From an optimization exercise on the open Yosys and OpenROAD flow, aimed at small area; shortcuts taken in it are not production practice. Where RTL was checked, it was by simulation tests only, not by an equivalence proof against the original. For run 2, only the layout was checked, not whether the RTL still works.

==> flow/design.v (outline; a module is shown in full before it is edited, if it fits) <==
// module calc_mvd_cost: 640 lines
module calc_mvd_cost (
    input                       ap_clk,
    input                       ap_rst,
    input                       ap_start,
    input                       ap_ce,
    output logic                ap_done,
    output logic                ap_ready,
    output logic                ap_idle,
    input        [31:0]         x,
    input        [31:0]         y,
    input        [31:0]         mv_shift,
    input        [15:0]         mv_cand_0,
    input        [15:0]         mv_cand_1,
    input        [15:0]         mv_cand_2,
    input        [15:0]         mv_cand_3,
    output logic [63:0]         bitcost,
    output logic                bitcost_ap_vld,
    input        [63:0]         lambda_sqrt_integer_int64,
    input        [63:0]         lambda_sqrt_decimal_int64,
    output logic [63:0]         mvd_cost_int64,
    output logic                mvd_cost_int64_ap_vld
);
  // ...
==> flow/flow/run.sh <==
#!/bin/bash
set -euo pipefail
work=$(pwd)
mkdir -p custom
# ORFS's synth.tcl, with the ABC script swapped after the preamble sets it
sed 's|^source \$::env(SCRIPTS_DIR)/synth_preamble.tcl$|&\nset abc_args [lreplace $abc_args 1 1 '"$work"'/flow/abc_area_timing.script]|' \
    "$FLOW_HOME/scripts/synth.tcl" > custom/synth.tcl
grep -q abc_area_timing custom/synth.tcl
sed 's|^source \$::env(SCRIPTS_DIR)/synth.tcl$|source '"$work"'/custom/synth.tcl|' synth_recipe.tcl > custom/synth_recipe.tcl
grep -q custom/synth.tcl custom/synth_recipe.tcl
bash standard.sh SYNTH_SCRIPT="$work/custom/synth_recipe.tcl" SYNTH_ARGS=-noabc \
    "BUFFER_PORTS_ARGS=-buffer_cell sky130_fd_sc_hd__buf_1" finish > standard_flow.log 2>&1
==> flow/flow/abc_area_timing.script <==
&get -n
&st
&dch
&nf -R 1000
&put
buffer -c
topo
stime -c
upsize -c
dnsize -c
==> flow/standard.sh <==
#!/bin/bash
# synth_recipe.tcl (not shown) runs the flow's synth.tcl, then flattens the netlist and writes it again
# the make line also repeats each setting of config.mk as NAME=value (left out here)
make -C /OpenROAD-flow-scripts/flow DESIGN_CONFIG=/design/flow/config.mk WORK_HOME=/design/flow/orfs CLKGATE_MAP_FILE= SYNTH_SCRIPT=/design/flow/synth_recipe.tcl "${@:-finish}"
==> flow/config.mk <==
export PLATFORM = sky130hd
export DESIGN_NAME = calc_mvd_cost
export DESIGN_NICKNAME = calc_mvd_cost
export VERILOG_FILES = /design/flow/design.v
export SDC_FILE = /design/flow/constraint.sdc
export NUM_CORES = 4
export LEC_CHECK = 0
export CAP_MARGIN = 20
export CORE_MARGIN = 2
export CORE_UTILIZATION = 50
export CTS_CLUSTER_DIAMETER = 120
export CTS_CLUSTER_SIZE = 28
export PLACE_DENSITY = 0.7
export SLEW_MARGIN = 20
==> flow/constraint.sdc <==
create_clock -name core_clock -period 9.0 [get_ports {ap_clk}]
set_input_delay 1.8000 -clock core_clock [delete_from_list [all_inputs] [get_ports {ap_clk}]]
set_output_delay 1.8000 -clock core_clock [all_outputs]
set_load 0.01 [all_outputs]
==> results_tabular.tex, run 1 <==
\begin{tabular}{lr}
\hline
Metric & Value \\
\hline
\multicolumn{2}{l}{\textbf{Run status}} \\
\quad Outcome & timing/DRC/antenna clean \\
\multicolumn{2}{l}{\textbf{Yosys}} \\
\quad Synth Area in Compound Gates & 10.7\% \\
\quad Synth warn & 1 \\
\quad Number of instances in the synthesized netlist & 2290 \\
\quad Adder-cell share of the synthesized area & 21.1\% \\
\quad Post-synthesis area per instance & 11.0 um2 \\
\quad Yosys top cell area share & 35.4\% \\
\multicolumn{2}{l}{\textbf{Floorplan}} \\
\quad Area of the placeable core & 0.0499 mm2 \\
\quad Vertical die dimension & 228 um \\
\multicolumn{2}{l}{\textbf{Final layout}} \\
\quad Footprint of the multi-input gates & 0.0151 mm2 \\
\quad Post-layout util & 54.3\% \\
\quad Number of inserted filler cells in the final layout & 4409 \\
\quad Buffer share of cell area & 5.27\% \\
\quad Fraction of area in multi-input gates & 55.9\% \\
\quad Top library cells by usage in the layout, fill and taps aside & sky130\_fd\_sc\_hd\_\_edfxtp\_1, sky130\_fd\_sc\_hd\_\_buf\_1, sky130\_fd\_sc\_hd\_\_xnor2\_1, sky130\_fd\_sc\_hd\_\_fa\_1, sky130\_fd\_sc\_hd\_\_nand2\_1 \\
\quad Fraction of layout instances using a drive strength above 1 & 6.17\% \\
\multicolumn{2}{l}{\textbf{Setup path}} \\
\quad Worst path arrival time & 8.72 ns \\
\quad Critical path buffers and inverters & 3 \\
\multicolumn{2}{l}{\textbf{Timing}} \\
\quad Number of setup violations in the final report & 0 \\
\quad Worst Clk Skew & 0.0262 ns \\
\multicolumn{2}{l}{\textbf{Clock tree}} \\
\quad Inserted Clock Buffers & 14 \\
\multicolumn{2}{l}{\textbf{Route}} \\
\quad First-pass iteration count of the detailed router & 8 \\
\multicolumn{2}{l}{\textbf{Global routing}} \\
\quad Via count of the first global-routing pass & 18.2k \\
\multicolumn{2}{l}{\textbf{Placed design}} \\
\quad Global placer's final weighted congestion & 0.911 \\
\quad Placed wire-length estimate after detailed placement & 43900 um \\
\hline
\end{tabular}
==> run 2: changes to the inputs <==
--- a/flow/design.v
+++ b/flow/design.v
@@ -67,22 +67,22 @@
     logic [17:0] xa, ya;
     logic [4:0]  ca_h, ca_v, cb_h, cb_v;
     assign xa = shift_axis(x, mv_shift[4:0], shift_big);
     assign ya = shift_axis(y, mv_shift[4:0], shift_big);
     assign ca_h = comp_class(xa, mv_cand_0);
     assign ca_v = comp_class(ya, mv_cand_1);
     assign cb_h = comp_class(xa, mv_cand_2);
     assign cb_v = comp_class(ya, mv_cand_3);
+    logic [5:0]  ma, mb;
+    assign ma = {{1'b0, ca_h[3:0]} + {1'b0, ca_v[3:0]} + {4'd0, ca_h[4] & ca_v[4]}, ca_h[4] ^ ca_v[4]};
+    assign mb = {{1'b0, cb_h[3:0]} + {1'b0, cb_v[3:0]} + {4'd0, cb_h[4] & cb_v[4]}, cb_h[4] ^ cb_v[4]};
     logic [4:0]  vld;
     logic        ap_idle_r, ap_done_r;
-    logic [4:0]  ca_h1, ca_v1, cb_h1, cb_v1;
     logic [5:0]  ma1, mb1, m1, m2, m3, m4, m5;
-    assign ma1 = {{1'b0, ca_h1[3:0]} + {1'b0, ca_v1[3:0]} + {4'd0, ca_h1[4] & ca_v1[4]}, ca_h1[4] ^ ca_v1[4]};
-    assign mb1 = {{1'b0, cb_h1[3:0]} + {1'b0, cb_v1[3:0]} + {4'd0, cb_h1[4] & cb_v1[4]}, cb_h1[4] ^ cb_v1[4]};
     assign m1 = (mb1 < ma1) ? mb1 : ma1;
     logic [29:0] li1, ld1, li2, p2;
     logic [43:0] r3, r4, r5;
     logic [29:0] p1, h2;
     wire [6:0] pt_n = {1'b0, m1} + 7'd4;
     wire pt_one0 = pt_n[0] ^ 1'b0;
     wire pt_two0 = (pt_n[1] & ~pt_n[0] & ~1'b0) | (~pt_n[1] & pt_n[0] & 1'b0);
     wire pt_neg0 = pt_n[1];
@@ -600,20 +600,18 @@
         end else if (ap_ce) begin
             vld <= {vld[3:0], ap_start};
             ap_idle_r <= ap_idle;
             ap_done_r <= ap_done;
         end
     end
     always_ff @(posedge ap_clk) begin
         if (ap_ce) begin
-            ca_h1 <= ca_h;
-            ca_v1 <= ca_v;
-            cb_h1 <= cb_h;
-            cb_v1 <= cb_v;
+            ma1 <= ma;
+            mb1 <= mb;
             li1 <= lambda_sqrt_integer_int64[29:0];
             ld1 <= lambda_sqrt_decimal_int64[29:0];
             m2 <= m1;
             li2 <= li1;
             p2 <= p1;
             m3 <= m2;
             r3 <= {h2, p2[13:0]};
             m4 <= m3;
==> flow/config.mk (replaced) <==
export PLATFORM = sky130hd
export DESIGN_NAME = calc_mvd_cost
export DESIGN_NICKNAME = calc_mvd_cost
export VERILOG_FILES = /design/flow/design.v
export SDC_FILE = /design/flow/constraint.sdc
export NUM_CORES = 4
export LEC_CHECK = 0
export CAP_MARGIN = 20
export CORE_MARGIN = 2
export CORE_UTILIZATION = 50
export CTS_CLUSTER_DIAMETER = 100
export CTS_CLUSTER_SIZE = 24
export PLACE_DENSITY = 0.7
export SLEW_MARGIN = 20
==> results_tabular.tex, run 2 <==
\begin{tabular}{lr}
\hline
Metric & Value \\
\hline
\multicolumn{2}{l}{\textbf{Run status}} \\
\quad Outcome & timing/DRC/antenna clean \\
\multicolumn{2}{l}{\textbf{Route}} \\
\quad Vias after detailed routing & 18.1k \\
\quad First-pass iteration count of the detailed router & 8 (unchanged) \\
\quad Remaining number of nets flagged by the antenna check after routing & 0 \\
\quad Starting DRT DRC Count & 1047 \\
\quad Post-detailed-routing wire length & 57600 um \\
\quad DRC violation count after routing & 0 \\
\quad Vias per cell & 5.45 \\
\quad Routed length per placed instance & 17.3 um \\
\multicolumn{2}{l}{\textbf{Global routing}} \\
\quad Antenna violations before repair & 12 \\
\quad Total global routing overflow & 0 \\
\quad Pin count of the biggest net entering global routing & 84 \\
\quad All-Layer GR Usage & 22.1\% \\
\quad Via count of the first global-routing pass & 18.4k (+1.1\%) \\
\quad Global-route wire length before repair & 91000 um \\
\multicolumn{2}{l}{\textbf{Worst hold path}} \\
\quad Worst min-delay path class & reg2reg \\
\multicolumn{2}{l}{\textbf{Setup path}} \\
\quad Cell repeated most along the worst path & sky130\_fd\_sc\_hd\_\_fa\_2 \\
\quad R2R Setup Slk & 0.38 ns \\
\quad Largest stage delay, worst path & 0.43 ns \\
\quad Setup CP Type & in2reg \\
\quad Biggest fanout along the worst timing path & 5 \\
\quad Setup crit start kind & input pin \\
\quad Worst path arrival time & 8.93 ns (+0.21 ns) \\
\quad Cell class contributing the biggest share of worst-path delay & adder cells \\
\quad Critical Path RT & 9.26 ns \\
\quad Endpoint kind of the worst setup timing path & flop \\
\quad Crit-path slowest cell & sky130\_fd\_sc\_hd\_\_fa\_2 \\
\quad Critical path buffers and inverters & 4 (+1) \\
\multicolumn{2}{l}{\textbf{Timing}} \\
\quad Setup WS post-layout & 0.332 ns \\
\quad Maximum clock frequency & 115 MHz \\
\quad Hold Slack & 0.405 ns \\
\quad Fraction of the cycle the final worst path needs & 96.3\% \\
\quad Number of setup violations in the final report & 0 (unchanged) \\
\quad Post-route setup TNS & 0 ns \\
\quad Final number of max-transition violations & 0 \\
\quad Worst Clk Skew & 0.0356 ns (+0.00942 ns) \\
\quad Worst-Margin Slew & 1.08 ns \\
\quad Max-slew headroom at the worst pin & 27.9\% \\
\quad Final critical path time including I/O delays and setup & 8.67 ns \\
\quad Hold violation count in the final report & 0 \\
\multicolumn{2}{l}{\textbf{Floorplan}} \\
\quad Rows & 81 \\
\quad I/O Pins & 425 \\
\quad Vertical die dimension & 227 um (-0.48\%) \\
\quad Area of the placeable core & 0.0490 mm2 (-1.8\%) \\
\quad Die Wd & 227 um \\
\quad Die area & 0.0515 mm2 \\
\quad Initial core utilization & 50.8\% \\
\multicolumn{2}{l}{\textbf{Yosys}} \\
\quad Number of instances in the synthesized netlist & 2288 (-0.087\%) \\
\quad Number of flip-flops and latches in the synthesized netlist & 295 \\
\quad Synth warn & 1 (unchanged) \\
\quad Share of synthesized registers carrying an async set or reset & 2.37\% \\
\quad Cell with the most instances after synthesis & sky130\_fd\_sc\_hd\_\_edfxtp\_1 \\
\quad Post-synthesis area per instance & 10.9 um2 (-0.90\%) \\
\quad Cell type with the highest aggregate area in the netlist & sky130\_fd\_sc\_hd\_\_edfxtp\_1 \\
\quad Number of flops mapped to enable cells by yosys & 288 \\
\quad Yosys cell types & 68 \\
\quad Proportion of synthesized chip area in sequential cells & 35.5\% \\
\quad Post-synth top flop & sky130\_fd\_sc\_hd\_\_edfxtp\_1 \\
\quad Most frequent cells after synthesis & sky130\_fd\_sc\_hd\_\_edfxtp\_1, sky130\_fd\_sc\_hd\_\_xnor2\_1, sky130\_fd\_sc\_hd\_\_fa\_1 \\
\quad Dominant cells by area after synthesis & sky130\_fd\_sc\_hd\_\_edfxtp\_1, sky130\_fd\_sc\_hd\_\_fa\_1, sky130\_fd\_sc\_hd\_\_xnor2\_1, sky130\_fd\_sc\_hd\_\_ha\_1, sky130\_fd\_sc\_hd\_\_a22oi\_1 \\
\quad Area of the mapped netlist & 0.0248 mm2 \\
\quad Yosys top cell area share & 34.8\% (-0.61 points) \\
\multicolumn{2}{l}{\textbf{Final layout}} \\
\quad Number of inserted filler cells in the final layout & 4204 (-4.6\%) \\
\quad Post-layout util & 57.5\% (+3.2 points) \\
\quad Leading cell type in the layout, fill and taps excluded & sky130\_fd\_sc\_hd\_\_edfxtp\_1 \\
\quad Synthesis-to-finish area growth & 13.3\% \\
\quad Footprint of the multi-input gates & 0.0154 mm2 (+1.7\%) \\
\quad Register area & 0.00882 mm2 \\
\quad Layout Nets & 3249 \\
\quad Top library cells by usage in the layout, fill and taps aside & sky130\_fd\_sc\_hd\_\_edfxtp\_1, sky130\_fd\_sc\_hd\_\_buf\_1, sky130\_fd\_sc\_hd\_\_xnor2\_1, sky130\_fd\_sc\_hd\_\_nand2\_1, sky130\_fd\_sc\_hd\_\_nor2\_1 \\
\quad Biggest registers after layout & r3: 44 flops, r4: 44 flops, r5: 44 flops \\
\quad Fraction of layout instances using a drive strength above 1 & 12.9\% (+6.7 points) \\
\multicolumn{2}{l}{\textbf{Placed design}} \\
\quad Global placer's final weighted congestion & 0.914 (+0.42\%) \\
\quad Placed wire-length estimate after detailed placement & 45800 um (+4.3\%) \\
\quad Setup WS pre-CTS & -0.634 ns \\
\quad IO buf count & 278 \\
\multicolumn{2}{l}{\textbf{Clock tree}} \\
\quad Sinks on the clock net & 295 \\
\quad Clock-pin slew of the registers on the worst-case setup and hold paths & 0.09 ns \\
\quad TritonCTS clock tree & done \\
\quad Depth of the CTS H-tree & 1 \\
\quad Root Buffer Master & sky130\_fd\_sc\_hd\_\_clkbuf\_16 \\
\quad Clock latency on the worst-skew pair & 0.53 ns \\
\quad Clock Tree Buf Depth & 3 \\
\quad Count of hold-fix buffers inserted at cts & 0 \\
\quad Inserted Clock Buffers & 16 (+2) \\
\multicolumn{2}{l}{\textbf{Flow run}} \\
\quad Max-cap violations & 0 \\
\hline
\end{tabular}
## run 2: cell types whose count changed after synthesis, moves of 5 or more
cell / before / now
sky130_fd_sc_hd__a21oi_1: 111 / 105
sky130_fd_sc_hd__and3_1: 8 / 15
sky130_fd_sc_hd__edfxtp_1: 296 / 288
sky130_fd_sc_hd__o21ai_0: 73 / 85
sky130_fd_sc_hd__o21ai_1: 10 / 5
sky130_fd_sc_hd__o31ai_1: 6 / 12
sky130_fd_sc_hd__o41ai_1: 0 / 5
sky130_fd_sc_hd__or3_1: 4 / 14
sky130_fd_sc_hd__xnor2_1: 245 / 250
## run 2: final cells by class
cell class                      instances  area share [%]
Multi-Input combinational cell       1830            54.7
Sequential cell                       295            31.4
Timing Repair Buffer                  455            8.58
Tap cell                              664            2.95
Clock buffer                           22            1.58
Inverter                               55           0.738
Clock inverter                          1          0.0711
Antenna cell                            5          0.0445
## run 2: layer usage
metal,global-route usage [%],vias up,routed length [um]
met5,0,-,99
met2,41.9,487,30600
met4,6.28,14,1440
met1,25.4,8872,22200
met3,3.56,101,3220
li1,-,8655,-
## run 2: per-stage QoR
step | cells | instance area (um2)
2_1_floorplan | 2364 | 25300
3_3_place_gp | 3294 | 27500
3_5_place_dp | 3294 | 27500
4_1_cts | 3317 | 27900
5_1_grt | 3323 | 28100
6_report | 3327 | 28100
## run 2: logic make-up after synthesis
logic type                 count (synthesis)  share of synthesized area [%]
AOI/OAI and AO/OA                        419                           10.8
xor gates and xnor gates                 318                           11.2
adders and majority gates                304                           21.4
buffers and inverters                    239                           5.06
DFF                                      295                           35.5
muxes                                    102                           4.37
other                                      2                         0.0302
and+or+nand+nor                          609                           11.7
## run 2: timing repair
action                                  4_1_cts  5_1_grt
hold endpoints to repair                      0        0
pin swaps                                     1       11
resized for setup                             4       35
setup buffers                                 0        5
gates cloned                                  0        0
endpoints found under the setup margin        4       11
## run 2: path summary, 6_finish.rpt
kind,startpoint,to,cells past startpoint
worst max-delay path,mv_shift[15],ma1[3]$_DFFE_PP_,29
worst min-delay path,li1[6]$_DFFE_PP_,li2[6]$_DFFE_PP_,0
worst max register to register,m2[2]$_DFFE_PP_,r3[42]$_DFFE_PP_,24
worst min register to register,li1[6]$_DFFE_PP_,li2[6]$_DFFE_PP_,0
max in group asynchronous,ap_rst,ap_idle_r$_DFFE_PP1P_,2
min in group asynchronous,ap_rst,vld[2]$_DFFE_PP0P_,2

## separate check: timing with driven ports
How much do the figures lean on ideal ports? The routed layouts below were timed once more, with nothing changed but the port constraints.
Step 1: set_driving_cell puts a clkbuf_16 on ap_clk and a buf_2 on each other input, an assumption about the parent block.
Step 2 adds t to the input delays and takes it off the output delays; t is the mean of the earliest and latest rising clock arrival at the registers after step 1. Input paths then give back, and output paths get back, about the clock's delay inside the block.
a / b / c = ideal ports / drivers / drivers and shift; a / b = the first two.
run	shift t [ns]	setup slack, ns	worst register clock-pin slew, ns
run 1	0.556	0.545 / 0.545 / 0.040	0.11 / 0.11
run 2	0.562	0.332 / 0.361 / -0.201	0.10 / 0.10
Met with ideal ports but missed after step 2: setup timing in run 2. For run 2, which loses most, drivers alone change the setup slack by +0.029 ns; drivers and shift together by -0.533 ns.
